This design comes from an exercise in tuning for a short achievable clock period and few clock cycles per item on the open sky130 flow, not from production work.
In this exercise RTL edits were held to simulation tests only and were not proved equivalent to the original.
Power is estimated from default activity; no workload was simulated.

oak:
## sysc_verilog_top
module sysc_verilog_top
(
    input  wire                   clk,
    input  wire                   rst_n,
    input  wire [7:0]             s_axi_awid,
    input  wire [7:0]             s_axi_awaddr,
    input  wire [7:0]             s_axi_awlen,
    input  wire [2:0]             s_axi_awsize,
    input  wire [1:0]             s_axi_awburst,
    input  wire                   s_axi_awlock,
    input  wire [3:0]             s_axi_awcache,
    input  wire [2:0]             s_axi_awprot,
    input  wire                   s_axi_awvalid,
    output wire                   s_axi_awready,
    input  wire [31:0]            s_axi_wdata,
    input  wire [3:0]             s_axi_wstrb,
    input  wire                   s_axi_wlast,
    input  wire                   s_axi_wvalid,
    output wire                   s_axi_wready,
    output wire [7:0]             s_axi_bid,
    output wire [1:0]             s_axi_bresp,
    output wire                   s_axi_bvalid,
    input  wire                   s_axi_bready,
    input  wire [7:0]             s_axi_arid,
    input  wire [7:0]             s_axi_araddr,
    input  wire [7:0]             s_axi_arlen,
    input  wire [2:0]             s_axi_arsize,
    input  wire [1:0]             s_axi_arburst,
  ...
Size in the first run: about 5600 cells after synthesis, roughly 0.10 mm^2 of cells after synthesis.
make LEC_CHECK=0 ABC_CLOCK_PERIOD_IN_PS=2000 CAP_MARGIN=20 CORE_MARGIN=2 CORE_UTILIZATION=55 SETUP_SLACK_MARGIN=2.5 SLEW_MARGIN=20 finish   # period 4.5 ns
run.sh (not shown) runs the stock make flow with config.mk's settings and CLKGATE_MAP_FILE= SYNTH_SCRIPT=/design/flow/synth_recipe.tcl, a recipe that flattens the netlist after the stock synthesis.
Testbench counts of oak, summed over its fixed seeds: cycles 4,393, items 8,352.
Changes in pine relative to oak:
# oak
export LEC_CHECK = 0
export ABC_CLOCK_PERIOD_IN_PS = 2000
export CAP_MARGIN = 20
export CORE_MARGIN = 2
export CORE_UTILIZATION = 55
export SETUP_SLACK_MARGIN = 2.5
export SLEW_MARGIN = 20
create_clock -name core_clock -period 4.5 [get_ports {clk}]
# pine
export LEC_CHECK = 0
export ABC_CLOCK_PERIOD_IN_PS = 2000
export CAP_MARGIN = 20
export CORE_MARGIN = 2
export CORE_UTILIZATION = 70
export CTS_CLUSTER_DIAMETER = 90
export CTS_CLUSTER_SIZE = 25
export SETUP_SLACK_MARGIN = 2.5
export SLEW_MARGIN = 20
create_clock -name core_clock -period 4.5 [get_ports {clk}]
==> comparison <==
- pine finished every step from synthesis to the final layout, and the layout passed the timing, design-rule and antenna checks.
- Changes observed in pine relative to oak: setup slack increased 77 ps, post-layout net count now smaller.
- Summary of pine over oak: sum of met3 wire segment lengths after detailed routing climbed 14%, starting utilization of the core area climbed 15 points, number of non-clock buffers climbed 10, maximum root-to-sink buffer count dropped 1.
- pine packs its core tighter than oak.
- Between pine and oak, the total routed wirelength is lower for pine.
Relative to pine, the following input files were edited for birch:
# pine
export LEC_CHECK = 0
export ABC_CLOCK_PERIOD_IN_PS = 2000
export CAP_MARGIN = 20
export CORE_MARGIN = 2
export CORE_UTILIZATION = 70
export CTS_CLUSTER_DIAMETER = 90
export CTS_CLUSTER_SIZE = 25
export SETUP_SLACK_MARGIN = 2.5
export SLEW_MARGIN = 20
create_clock -name core_clock -period 4.5 [get_ports {clk}]
# birch
export LEC_CHECK = 0
export ABC_CLOCK_PERIOD_IN_PS = 2000
export CAP_MARGIN = 20
export CORE_MARGIN = 2
export CORE_UTILIZATION = 60
export CTS_CLUSTER_DIAMETER = 90
export CTS_CLUSTER_SIZE = 25
export SETUP_SLACK_MARGIN = 2.5
export SLEW_MARGIN = 20
create_clock -name core_clock -period 4.5 [get_ports {clk}]
--- outcome ---
Routed via count divided by cell count (higher): pine
As far as number of nets in the layout is concerned, pine and birch perform about the same.
Share of power burned in the clock network was lower in the run labelled pine.
For the met1 track demand over resource in global routing, birch came in 4.4 points lower than pine did.
Taking pine as the reference point, the combinational power of birch falls by about 2%.
Run comparison: pine endpoint of the worst setup timing path s_axi_rdata[5]; birch endpoint of the worst setup timing path s_axi_rdata[7]
Number of antenna violations at the first check in global routing: birch < pine
pine ended up with dfxtp_2 as its standard cell with the maximum stage delay on the critical path; birch ended up with dfxtp_4.
--- input diff birch..maple ---
# birch
export LEC_CHECK = 0
export ABC_CLOCK_PERIOD_IN_PS = 2000
export CAP_MARGIN = 20
export CORE_MARGIN = 2
export CORE_UTILIZATION = 60
export CTS_CLUSTER_DIAMETER = 90
export CTS_CLUSTER_SIZE = 25
export SETUP_SLACK_MARGIN = 2.5
export SLEW_MARGIN = 20
create_clock -name core_clock -period 4.5 [get_ports {clk}]
# maple
export LEC_CHECK = 0
export ABC_CLOCK_PERIOD_IN_PS = 2000
export CAP_MARGIN = 20
export CORE_MARGIN = 2
export CORE_UTILIZATION = 60
export CTS_CLUSTER_DIAMETER = 100
export CTS_CLUSTER_SIZE = 28
export SETUP_SLACK_MARGIN = 2.5
export SLEW_MARGIN = 20
create_clock -name core_clock -period 4.5 [get_ports {clk}]
Findings:
- For via count of the first global-routing pass, birch and maple come out practically identical.
- birch -> maple: hold slack flat
- Changes observed in maple relative to birch: worst-case headroom to the max-slew limit picked up an extra 4.6 points; cell count has remained practically unchanged.
- Area growth from synthesis to layout: maple vs birch down 0.68 points
- birch has higher slew at the pin closest to its max-slew limit than maple.
- birch -> maple: residual DRC count delta 0, exact match
- birch → maple: fraction of the core area covered by cells at the end of the flow lower; design area down 0.63%; clock-buffer cell count decreased by 5.9% relative to the old numbers; power -about 2.8%.

build 68:
Another version of the RTL of sysc_verilog_top (not shown whole).
Size in the first run: roughly 6,500 cells after synthesis, ~3,400 flip-flops, roughly 110,000 sq um of cells after synthesis.
Settings: LEC_CHECK=0, ABC_CLOCK_PERIOD_IN_PS=2000, CAP_MARGIN=20, CORE_MARGIN=2, CORE_UTILIZATION=45, SETUP_SLACK_MARGIN=2.5, SLEW_MARGIN=20; clock period 4.5 ns.
Testbench counts of build 68, summed over its fixed seeds: cycles 4,393, items 8,352.
Here is what was changed in the inputs of build 6 compared with build 68.
- setting TNS_END_PERCENT to 100 for the first time
- changing CORE_UTILIZATION from 45 to 40
--- outcome ---
What the final checks of build 6 revealed, after a flow that finished every stage, was a layout that fails on antenna rules.
Build 68 reached the final stage; the timing, design-rule and antenna checks on its layout passed.
Build 6 — clock period minus worst slack 0.018 ns higher, build 68 as reference
Number of maximum-capacitance constraint violations came out exactly the same in build 68 and build 6.
Going from build 68 to build 6, power per cell area shrank slightly.
Per the comparison of build 6 with build 68, post-CTS setup buffer count lower; maximum level of the CTS H-tree roughly the same; die outline area higher.
Build 6 vs build 68, critical path endpoint: s_axi_rdata[10] vs s_axi_awready
Against build 68, estimated wirelength of the detail-placed design in build 6 came out worse.
| finished layout cell area | build 68 vs build 6 | ≈ equal |
### build 6 -> build 30
- TNS_END_PERCENT removed (was 100)
### Flow results
From build 30 to build 6, maximum fanout count along the critical path did not move at all. Diff build 30..build 6 | number of iterations in the first detailed-routing pass | unchanged. Looking at build 30 and build 6, the die area is a wash. Diff build 6 -> build 30: area after synthesis barely changed; TritonCTS buffer count comparable; sequential share of layout area flat. To summarise build 30: no stage aborted, but the layout did not pass its checks, failing on antenna rules. Build 6 -> build 30: area of all placed cells without fillers delta 0, exact match.

-- port drivers added, routing unchanged --
The flow's constraints put no driver on any port. The routed layouts listed below were extracted and timed again, unchanged, in two steps.
Step 1 sets driving cells, clkbuf_16 on the clock port and buf_2 on the other inputs (assumed; they add their load-dependent delay and slew).
Step 2 adds t to the input delays and takes it off the output delays; t is the mean of the earliest and latest rising clock arrival at the registers after step 1. Input paths then give back, and output paths get back, about the clock's delay inside the block.
Three values: ideal, step 1, step 2; two values: the first two.
run | shift t [ns] | slack for setup (ns) | worst hold slack (ns) | clock arrival spread, ns
oak | 1.002 | 2.216 / 2.125 / 1.643 | 0.337 / 0.337 / 0.337 | 0.057 / 0.057
pine | 0.891 | 2.293 / 2.207 / 1.713 | 0.349 / 0.349 / 0.349 | 0.035 / 0.035
birch | 0.879 | 2.308 / 2.219 / 1.737 | 0.348 / 0.348 / 0.348 | 0.037 / 0.037
maple | 0.858 | 2.321 / 2.232 / 1.815 | 0.350 / 0.350 / 0.350 | 0.042 / 0.042
build 68 | 1.017 | 2.204 / 2.102 / 1.663 | 0.340 / 0.340 / 0.340 | 0.066 / 0.066
build 6 | 1.018 | 2.186 / 2.083 / 1.511 | 0.328 / 0.273 / 0.328 | 0.081 / 0.081
build 30 | 1.018 | 2.186 / 2.083 / 1.511 | 0.328 / 0.273 / 0.328 | 0.081 / 0.081
